From an optimization exercise on the open Yosys and OpenROAD flow, aimed at small area; shortcuts taken in it are not production practice.
Only simulation tests tie the RTL to the original design; equivalence was not proved.
No driver is modelled on the clock port, so clock power and skew are understated where the tree is cut down; a real chip needs a root buffer or a tree.
Power figures rest on the tool's default switching activity, not on a simulated workload.

Setup of run 1:
==> flow/design.v <==
module timer #(
    parameter timerBaseAddr = 0,
    parameter timerbits = 16,
    parameter addrWidth = 32
) (
    input sel,
    enable,
    reset,
    clk,
    write,
    input logic [addrWidth-1:0] addr,
    input logic [timerbits-1:0] wdata,
    output logic [timerbits-1:0] rdata,
    output logic ready,
    slverr
);
  logic [1:0] apb_state;
  logic [timerbits-1:0] current_value;
  logic [timerbits-1:0] max_value_n;   
  wire [timerbits-1:0] max_value = ~max_value_n;
  logic pause;
  logic start;
  logic complete;   
  wire running = start && !complete;   
  wire [addrWidth-1:0] offs = addr - timerBaseAddr;
  wire in_range = (offs[addrWidth-1:2] == 0) && !(offs[1] && offs[0]);
  wire a_goal = offs[0];   
  wire a_curr = offs[1];   
  wire a_stat = !offs[1] && !offs[0];
  wire se = sel && enable;
  wire is_write = apb_state == 2'b10;
  wire is_read = apb_state == 2'b11;
  wire wr_cycle = reset && in_range && is_write && se;
  wire rd_cycle = reset && in_range && is_read && se;
  wire wr_stat = wr_cycle && a_stat;
  wire wr_goal = wr_cycle && a_goal;
  wire equal = current_value == max_value;
  wire goal_keep = reset && !wr_goal;
  wire [timerbits-1:0] goal_next_n = ~(({timerbits{wr_goal}} & wdata) |
                                   ({timerbits{goal_keep}} & max_value));
  wire cnt_keep = reset && !(wr_stat && !wdata[0]);
  wire [timerbits-1:0] carry;
  assign carry[0] = running && !pause;
  genvar i;
  generate
    for (i = 1; i < timerbits; i = i + 1) begin : g_carry
      assign carry[i] = carry[i-1] && current_value[i-1];
    end
  endgenerate
  wire [timerbits-1:0] cnt_next = {timerbits{cnt_keep}} & (current_value ^ carry);
  wire stat_keep = reset && !wr_stat;
  wire pause_next = (wr_stat && wdata[1]) || (stat_keep && pause);
  wire start_next = (wr_stat && wdata[0]) || (stat_keep && start);
  wire complete_next = stat_keep && (complete || (start && equal));
  wire bus_keep = reset && !in_range;
  wire bus_step = reset && in_range;
  logic [1:0] apb_next;
  always_comb begin
    case (apb_state)
      2'b00: apb_next = sel ? 2'b01 : 2'b00;
      2'b01: apb_next = se ? (write ? 2'b10 : 2'b11) : 2'b01;
      default: apb_next = se ? apb_state : 2'b00;
    endcase
    apb_next = ({2{bus_step}} & apb_next) | ({2{bus_keep}} & apb_state);
  end
  wire ready_next = (bus_step && apb_state[1]) || (bus_keep && ready);
  wire slverr_next = (bus_step && is_write && (slverr || (se && a_curr))) ||
                     (bus_keep && slverr);
  wire rd_keep = bus_keep || (bus_step && is_read && !se);
  wire rd_goal = rd_cycle && a_goal;
  wire rd_curr = rd_cycle && a_curr;
  wire rd_stat = rd_cycle && a_stat;
  wire [3:0] status = {complete, running, pause, start};
  wire [timerbits-1:0] rdata_next = ({timerbits{rd_goal}} & max_value) |
                                    ({timerbits{rd_curr}} & current_value) |
                                    ({timerbits{rd_stat}} & {{(timerbits-4){1'b0}}, status}) |
                                    ({timerbits{rd_keep}} & rdata);
  always @(posedge clk) begin
    apb_state <= apb_next;
    current_value <= cnt_next;
    max_value_n <= goal_next_n;
    pause <= pause_next;
    start <= start_next;
    complete <= complete_next;
    rdata <= rdata_next;
    ready <= ready_next;
    slverr <= slverr_next;
  end
endmodule
==> flow/config.mk <==
export PLATFORM = sky130hd
export DESIGN_NAME = timer
export DESIGN_NICKNAME = timer
export VERILOG_FILES = /design/flow/design.v
export SDC_FILE = /design/flow/constraint.sdc
export NUM_CORES = 4
export LEC_CHECK = 0
export CAP_MARGIN = 5
export CORE_MARGIN = 2
export CORE_UTILIZATION = 60
export GPL_TIMING_DRIVEN = 0
export SLEW_MARGIN = 5
==> flow/constraint.sdc <==
create_clock -name core_clock -period 4.0 [get_ports {clk}]
set_input_delay 0.8000 -clock core_clock [delete_from_list [all_inputs] [get_ports {clk}]]
set_output_delay 0.8000 -clock core_clock [all_outputs]
set_load 0.01 [all_outputs]
standard.sh (not shown) runs the stock make flow with config.mk's settings and CLKGATE_MAP_FILE= SYNTH_SCRIPT=/design/flow/synth_recipe.tcl, a recipe that flattens the netlist after the stock synthesis.
==> flow/flow/run.sh <==
#!/bin/bash
# Layout flow: the standard flow (standard.sh) with these changes:
#  - synthesis is ORFS's synthesis script without the half-adder extraction
#    step, and with ABC run with each area-oriented script in flow/abc/,
#    keeping the smallest mapping (flow/abc_best.tcl);
#  - the ports are buffered with the smallest buffer (buf_1);
#  - the clock is buffered by flow/cts_hook.tcl (four clock buffers, each
#    driving a nearby group of flip-flops) instead of TritonCTS;
#  - the repair steps may use only small buffers (flow/small_bufs.tcl), and
#    cells whose *_1 size has the area of their *_0 size use the *_1 size
#    (flow/pre_resize.tcl).
# Each tool's full output is in the ORFS logs under orfs/logs/, and make's in
# the *.log files here.
set -euo pipefail
HERE=$(pwd)
FLOWDIR=$HERE/flow

# Synthesis script: ORFS's synth.tcl with ABC run by flow/abc_best.tcl.
sed "s|  log_cmd abc {\*}\$abc_args|  set area_abc_scripts [lsort [glob $FLOWDIR/abc/*.abc]]\n  source $FLOWDIR/abc_best.tcl|" \
  "$FLOW_HOME/scripts/synth.tcl" > "$HERE/area_synth.tcl"
grep -q "abc_best.tcl" "$HERE/area_synth.tcl"
sed "s|source \$::env(SCRIPTS_DIR)/synth.tcl|source $HERE/area_synth.tcl|" \
  "$HERE/synth_recipe.tcl" > "$HERE/area_synth_recipe.tcl"
grep -q "area_synth.tcl" "$HERE/area_synth_recipe.tcl"

# standard.sh with that synthesis script and no adder mapping.
sed -e "s|SYNTH_SCRIPT=[^ ]*|SYNTH_SCRIPT=$HERE/area_synth_recipe.tcl ADDER_MAP_FILE=|" \
  "$HERE/standard.sh" > "$HERE/area_standard.sh"
grep -q "area_synth_recipe.tcl" "$HERE/area_standard.sh"

export BUFFER_PORTS_ARGS="-buffer_cell sky130_fd_sc_hd__buf_1"
export PRE_CTS_TCL="$FLOWDIR/cts_hook.tcl"
export PRE_GLOBAL_PLACE_TCL="$FLOWDIR/small_bufs.tcl"
export PRE_RESIZE_TCL="$FLOWDIR/pre_resize.tcl"
export PRE_GLOBAL_ROUTE_TCL="$FLOWDIR/small_bufs.tcl"

bash "$HERE/area_standard.sh" > "$HERE/flow_make.log" 2>&1
==> flow/flow/clkbuf.tcl <==
# Manual clock buffering: split the flip-flops on net clk into CLKB_N groups by
# k-means on their placed locations, and drive each group from its own
# CLKB_CELL buffer placed at the group's centre; the buffers' inputs are on clk.
proc manual_clock_buffers {n cell} {
  set db [ord::get_db]; set block [[$db getChip] getBlock]
  set net [$block findNet clk]
  set pts {}
  foreach it [$net getITerms] {
    set loc [[$it getInst] getLocation]
    lappend pts [list [lindex $loc 0] [lindex $loc 1] $it]
  }
  set pts [lsort -integer -index 0 $pts]
  set m [llength $pts]
  # initial centres: evenly spaced in x order
  set cs {}
  for {set g 0} {$g < $n} {incr g} {
    set e [lindex $pts [expr {int(($g + 0.5) * $m / $n)}]]
    lappend cs [list [lindex $e 0] [lindex $e 1]]
  }
  set cap [expr {int(ceil(double($m) / $n))}]
  for {set iter 0} {$iter < 30} {incr iter} {
    # balanced assignment: greedy by distance, each group at most cap sinks
    set pairs {}
    set i 0
    foreach p $pts {
      set g 0
      foreach c $cs {
        set d [expr {abs([lindex $p 0] - [lindex $c 0]) + abs([lindex $p 1] - [lindex $c 1])}]
        lappend pairs [list $d $i $g]
        incr g
      }
      incr i
    }
    set pairs [lsort -integer -index 0 $pairs]
    set asg [lrepeat $m -1]; set cnt [lrepeat $n 0]
    foreach pr $pairs {
      lassign $pr d i g
      if {[lindex $asg $i] >= 0} continue
      if {[lindex $cnt $g] >= $cap} continue
      lset asg $i $g; lset cnt $g [expr {[lindex $cnt $g] + 1}]
    }
    set ncs {}
    for {set g 0} {$g < $n} {incr g} {
      set sx 0; set sy 0; set k 0
      for {set i 0} {$i < $m} {incr i} {
        if {[lindex $asg $i] == $g} { set p [lindex $pts $i]; incr sx [lindex $p 0]; incr sy [lindex $p 1]; incr k }
      }
      if {$k > 0} { lappend ncs [list [expr {$sx / $k}] [expr {$sy / $k}]] } else { lappend ncs [lindex $cs $g] }
    }
    set cs $ncs
  }
  set master [$db findMaster $cell]
  set insts {}
  for {set g 0} {$g < $n} {incr g} {
    set inst [odb::dbInst_create $block $master clkbuf_manual_$g]
    set nn [odb::dbNet_create $block clk_manual_$g]
    $nn setSigType CLOCK
    for {set i 0} {$i < $m} {incr i} {
      if {[lindex $asg $i] == $g} { set it [lindex [lindex $pts $i] 2]; $it disconnect; $it connect $nn }
    }
    [$inst findITerm A] connect $net
    [$inst findITerm X] connect $nn
    $inst setLocation [lindex [lindex $cs $g] 0] [lindex [lindex $cs $g] 1]
    $inst setPlacementStatus PLACED
    $inst setSourceType TIMING
    lappend insts $inst
  }
  return $insts
}

# Clock slew at the flip-flops each buffer drives, from placement parasitics.
proc manual_clock_group_slew {inst} {
  set mx 0
  set nn [[$inst findITerm X] getNet]
  foreach it [$nn getITerms] {
    if {[$it isOutputSignal]} continue
    set p [get_pins [[$it getInst] getName]/[[$it getMTerm] getName]]
    set s [get_property $p slew_max]
    if {$s > $mx} { set mx $s }
  }
  return $mx
}

# Size each clock buffer up, one step at a time, until the clock slew at its
# flip-flops is at most max_slew (ns) by the placement estimate.
proc manual_clock_buffer_sizes {insts sizes max_slew} {
  foreach inst $insts {
    set i 0
    while {1} {
      estimate_parasitics -placement
      set s [manual_clock_group_slew $inst]
      set m [[$inst getMaster] getName]
      puts "clock buffer [$inst getName] $m: [llength [[[$inst findITerm X] getNet] getITerms]] pins, slew [format %.3f $s]"
      set i [lsearch $sizes $m]
      if {$s <= $max_slew || $i < 0 || $i + 1 >= [llength $sizes]} break
      replace_cell [get_cells [$inst getName]] [lindex $sizes [expr {$i + 1}]]
    }
  }
}
==> flow/flow/cts_hook.tcl <==
# PRE_CTS hook: buffer the clock by hand instead of TritonCTS. The clock port
# drives four clock buffers; each drives a nearby group of flip-flops, and is
# sized up if the clock slew at its flip-flops would be high.
source [file join [file dirname [info script]] small_bufs.tcl]
source [file join [file dirname [info script]] clkbuf.tcl]
set_propagated_clock [all_clocks]
set clock_buffers [manual_clock_buffers 4 sky130_fd_sc_hd__clkbuf_8]
manual_clock_buffer_sizes $clock_buffers \
  {sky130_fd_sc_hd__clkbuf_8 sky130_fd_sc_hd__clkbuf_16} 0.110
proc clock_tree_synthesis {args} {
  puts "clock_tree_synthesis skipped: the clock was buffered by cts_hook.tcl"
}
Other scripts of this flow, unchanged in this note and not shown: flow/flow/abc/b2.abc, flow/flow/abc/b4.abc, flow/flow/abc/d1.abc, flow/flow/abc/d7.abc, flow/flow/abc/g3.abc, flow/flow/abc/g6.abc, flow/flow/abc/g8.abc, flow/flow/abc_best.tcl, flow/flow/pre_resize.tcl, flow/flow/small_bufs.tcl
Input changes introduced in run 2 (baseline for comparison: run 1):
- changing CAP_MARGIN from 5 to 20
- changing CORE_UTILIZATION from 60 to 50
- changing SLEW_MARGIN from 5 to 20
==> notes.md <==
Total power density per cell area: run 1 vs run 2, no meaningful difference. On run 2: total routing resource utilization after global routing is 2.8 points lower than what run 1 gave. | average detailed-routed wire length per instance | run 2 vs run 1 | 1.9% higher |. Delta (run 2 minus run 1): total power went up, fraction of power consumed by combinational cells did not really move, first-pass detailed-route iteration total did not really move, wire length went up, worst setup slack went up.
Input-level comparison between run 3 and run 2:
- CORE_UTILIZATION changed from 50 to 60
==> comparison <==
Comparing run 2 and run 3, worst setup slack is higher on run 2.
Run 3 finished every step from synthesis to the final layout, and the layout passed the timing, DRC and antenna checks.
Run 3 vs. run 2: part of the total power dissipated in combinational logic now smaller, power density over the cells comparable.
Run 2 and run 3 ended up with roughly the same standard cell area after detailed placement.
Delta (run 3 minus run 2): flip-flop and latch count did not really move, total number of tap cells went down.
The number of cells in the finished layout apart from fillers number comes out lower for run 3 vs run 2.
Diff run 2 -> run 3 | global-route wire length before repair | up slightly
Utilization: run 2 and run 3 compared, higher one is run 3
Power, run 2 and run 3: smaller value in run 3
> inputs changed (run 3 -> run 4)
-- flow/flow/run.sh --
<<< run 3, line 6
#  - the ports are buffered with the smallest buffer (buf_1);
#  - the clock is buffered by flow/cts_hook.tcl (four clock buffers, each
#    driving a nearby group of flip-flops) instead of TritonCTS;
>>> run 4, line 6
#  - the ports are buffered with the smallest buffer (buf_1);
#  - the clock is buffered by flow/cts_hook.tcl (three or four clock buffers, each
#    driving a nearby group of flip-flops) instead of TritonCTS;
-- flow/flow/clkbuf.tcl --
<<< run 3, line 99
}
>>> run 4, line 99
}

# Undo manual_clock_buffers: put the flip-flops back on clk and delete the
# buffers and their nets.
proc manual_clock_undo {insts} {
  set block [[[ord::get_db] getChip] getBlock]
  set net [$block findNet clk]
  foreach inst $insts {
    set nn [[$inst findITerm X] getNet]
    foreach it [$nn getITerms] {
      if {[$it getInst] eq $inst} continue
      $it disconnect
      $it connect $net
    }
    odb::dbInst_destroy $inst
    odb::dbNet_destroy $nn
  }
}

proc manual_clock_area {insts} {
  set a 0
  foreach inst $insts {
    set m [$inst getMaster]
    set a [expr {$a + [$m getWidth] * [$m getHeight]}]
  }
  return $a
}

proc manual_clock_max_slew {insts} {
  estimate_parasitics -placement
  set mx 0
  foreach inst $insts {
    set s [manual_clock_group_slew $inst]
    if {$s > $mx} { set mx $s }
  }
  return $mx
}

# Try each {groups first_cell} configuration, sizing buffers up as needed to
# meet max_slew, and keep the one with the least buffer area.
proc manual_clock_tree {configs sizes max_slew} {
  set best ""
  set best_area 0
  foreach cfg $configs {
    lassign $cfg n cell
    set insts [manual_clock_buffers $n $cell]
    manual_clock_buffer_sizes $insts $sizes $max_slew
    set a [manual_clock_area $insts]
    set s [manual_clock_max_slew $insts]
    puts "clock configuration $n x $cell: buffer area [expr {$a / 1e6}] um2, slew [format %.3f $s]"
    manual_clock_undo $insts
    if {$s <= $max_slew && ($best eq "" || $a < $best_area)} {
      set best $cfg
      set best_area $a
    }
  }
  if {$best eq ""} { set best [lindex $configs end] }
  lassign $best n cell
  puts "clock configuration chosen: $n x $cell"
  set insts [manual_clock_buffers $n $cell]
  manual_clock_buffer_sizes $insts $sizes $max_slew
  return $insts
}
==> flow/flow/cts_hook.tcl <==
# PRE_CTS hook: buffer the clock by hand instead of TritonCTS. The clock port
# drives three or four clock buffers; each drives a nearby group of
# flip-flops. Three buffers are used if the clock slew at the flip-flops
# stays low enough by the placement estimate, else four; a buffer is sized
# up if its flip-flops' clock slew would be high.
source [file join [file dirname [info script]] small_bufs.tcl]
source [file join [file dirname [info script]] clkbuf.tcl]
set_propagated_clock [all_clocks]
set clock_buffers [manual_clock_tree \
  {{3 sky130_fd_sc_hd__clkbuf_8} {4 sky130_fd_sc_hd__clkbuf_8}} \
  {sky130_fd_sc_hd__clkbuf_8 sky130_fd_sc_hd__clkbuf_16} 0.118]
proc clock_tree_synthesis {args} {
  puts "clock_tree_synthesis skipped: the clock was buffered by cts_hook.tcl"
}
--- outcome ---
- All of run 4 and run 3 finish clean.
- Compared with run 3, run 4 is the less power-hungry design.
- Cell area | run 4 vs run 3 | run 4 smaller
- Run 4 vs. run 3: smallest hold slack went up by 0.0080 ns.
Changes in run 5 relative to run 4:
- swapping 60 for 55 in CORE_UTILIZATION
==> flow/flow/abc/d5.abc (new file) <==
strash
dch -f
amap
strash
dch -f
amap
strash
dch -f
amap
strash
dch -f
amap
topo
==> flow/flow/abc/k1.abc (new file) <==
strash
dch -f
amap
strash
dch -f
amap
strash
dch -f
amap
strash
dch -f
amap
strash
dch -f
amap
topo
==> flow/flow/abc/k3.abc (new file) <==
strash
dch -f
amap
strash
dch -f
amap
strash
dch -f
map -a
strash
dch -f
amap
topo
==> flow/flow/abc/r12.abc (new file) <==
strash
dch -f
amap
strash
dch -f
amap
strash
dch -f
amap
strash
dch -f
amap
strash
dch -f
amap
strash
dch -f
amap
strash
dch -f
amap
strash
dch -f
amap
strash
dch -f
amap
strash
dch -f
amap
strash
dch -f
amap
strash
dch -f
amap
strash
dch -f
amap
topo
--- outcome ---
- Looking only at fraction of power spent switching nets, and setting everything else aside, the lower value of run 5 and run 4 goes to run 4.
- Between run 4 and run 5, sequential share of power decreased.
- In the tables for run 5 and run 4, hold path depth reads higher with run 5.
- The sequential share of layout area on run 4 is in line with that on run 5.
- The y dimension of the die number comes out lower for run 4 vs run 5.
- Number of global-route vias before repair (higher): run 4
- Run 5: part of the total power dissipated in the clock network higher than run 4
- Against run 4, horizontal die dimension in run 5 rose by a few percent.
- Count of inverters not on the clock network in the layout: run 5 higher than run 4
Input-level comparison between run 6 and run 5:
- SLEW_MARGIN now 10, was 20
- CAP_MARGIN now 10, was 20
- CORE_UTILIZATION now 60, was 55
==> comparison <==
Both conditions hold for run 5: the flow ran to the end and the final layout passed the timing, DRC and antenna checks.
Run 6 completed end to end with timing, DRC and antenna clean.
Run 6 against run 5: via count of the first global-routing pass higher; number of tap cells added at floorplan fell 2; total area of multi-input combinational cells dropped 13 µm².
Run 6 vs run 5, worst hold slack after final layout went down by 0.012 ns.
No run of this note takes its clock network from TritonCTS; it comes from the design's own scripts or RTL.

[what the ideal ports hide]
In the flow no input, the clock included, has a driving cell. The finished layouts below were timed again as built, in two steps. Step 1, drivers: a clkbuf_16 drives clk and a buf_2 each remaining input, both assumed. Step 2 times the ports against the registers' clock, not the clock port: input delays grow and output delays shrink by t, the midpoint of the rising clock arrivals with the driver on. Three values: no drivers, after step 1, after step 2; two values: the first two.
run | t (ns) | setup WS [ns] | hold WS [ns] | worst setup path at the end
run 1 | 0.198 | 0.467 / 0.501 / 0.303 | 0.459 / 0.459 / 0.459 | input to register
run 2 | 0.200 | 0.547 / 0.580 / 0.380 | 0.458 / 0.458 / 0.458 | input to register
run 3 | 0.196 | 0.451 / 0.482 / 0.286 | 0.459 / 0.459 / 0.459 | input to register
run 4 | 0.208 | 0.456 / 0.480 / 0.272 | 0.467 / 0.467 / 0.467 | input to register
run 5 | 0.207 | 0.510 / 0.530 / 0.323 | 0.465 / 0.465 / 0.465 | input to register
run 6 | 0.206 | 0.431 / 0.453 / 0.247 | 0.453 / 0.453 / 0.453 | input to register
After both steps setup and hold are still met in every run listed. The setup slack of run 5, which loses most, moves by +0.020 ns with the drivers and by -0.187 ns with both steps.
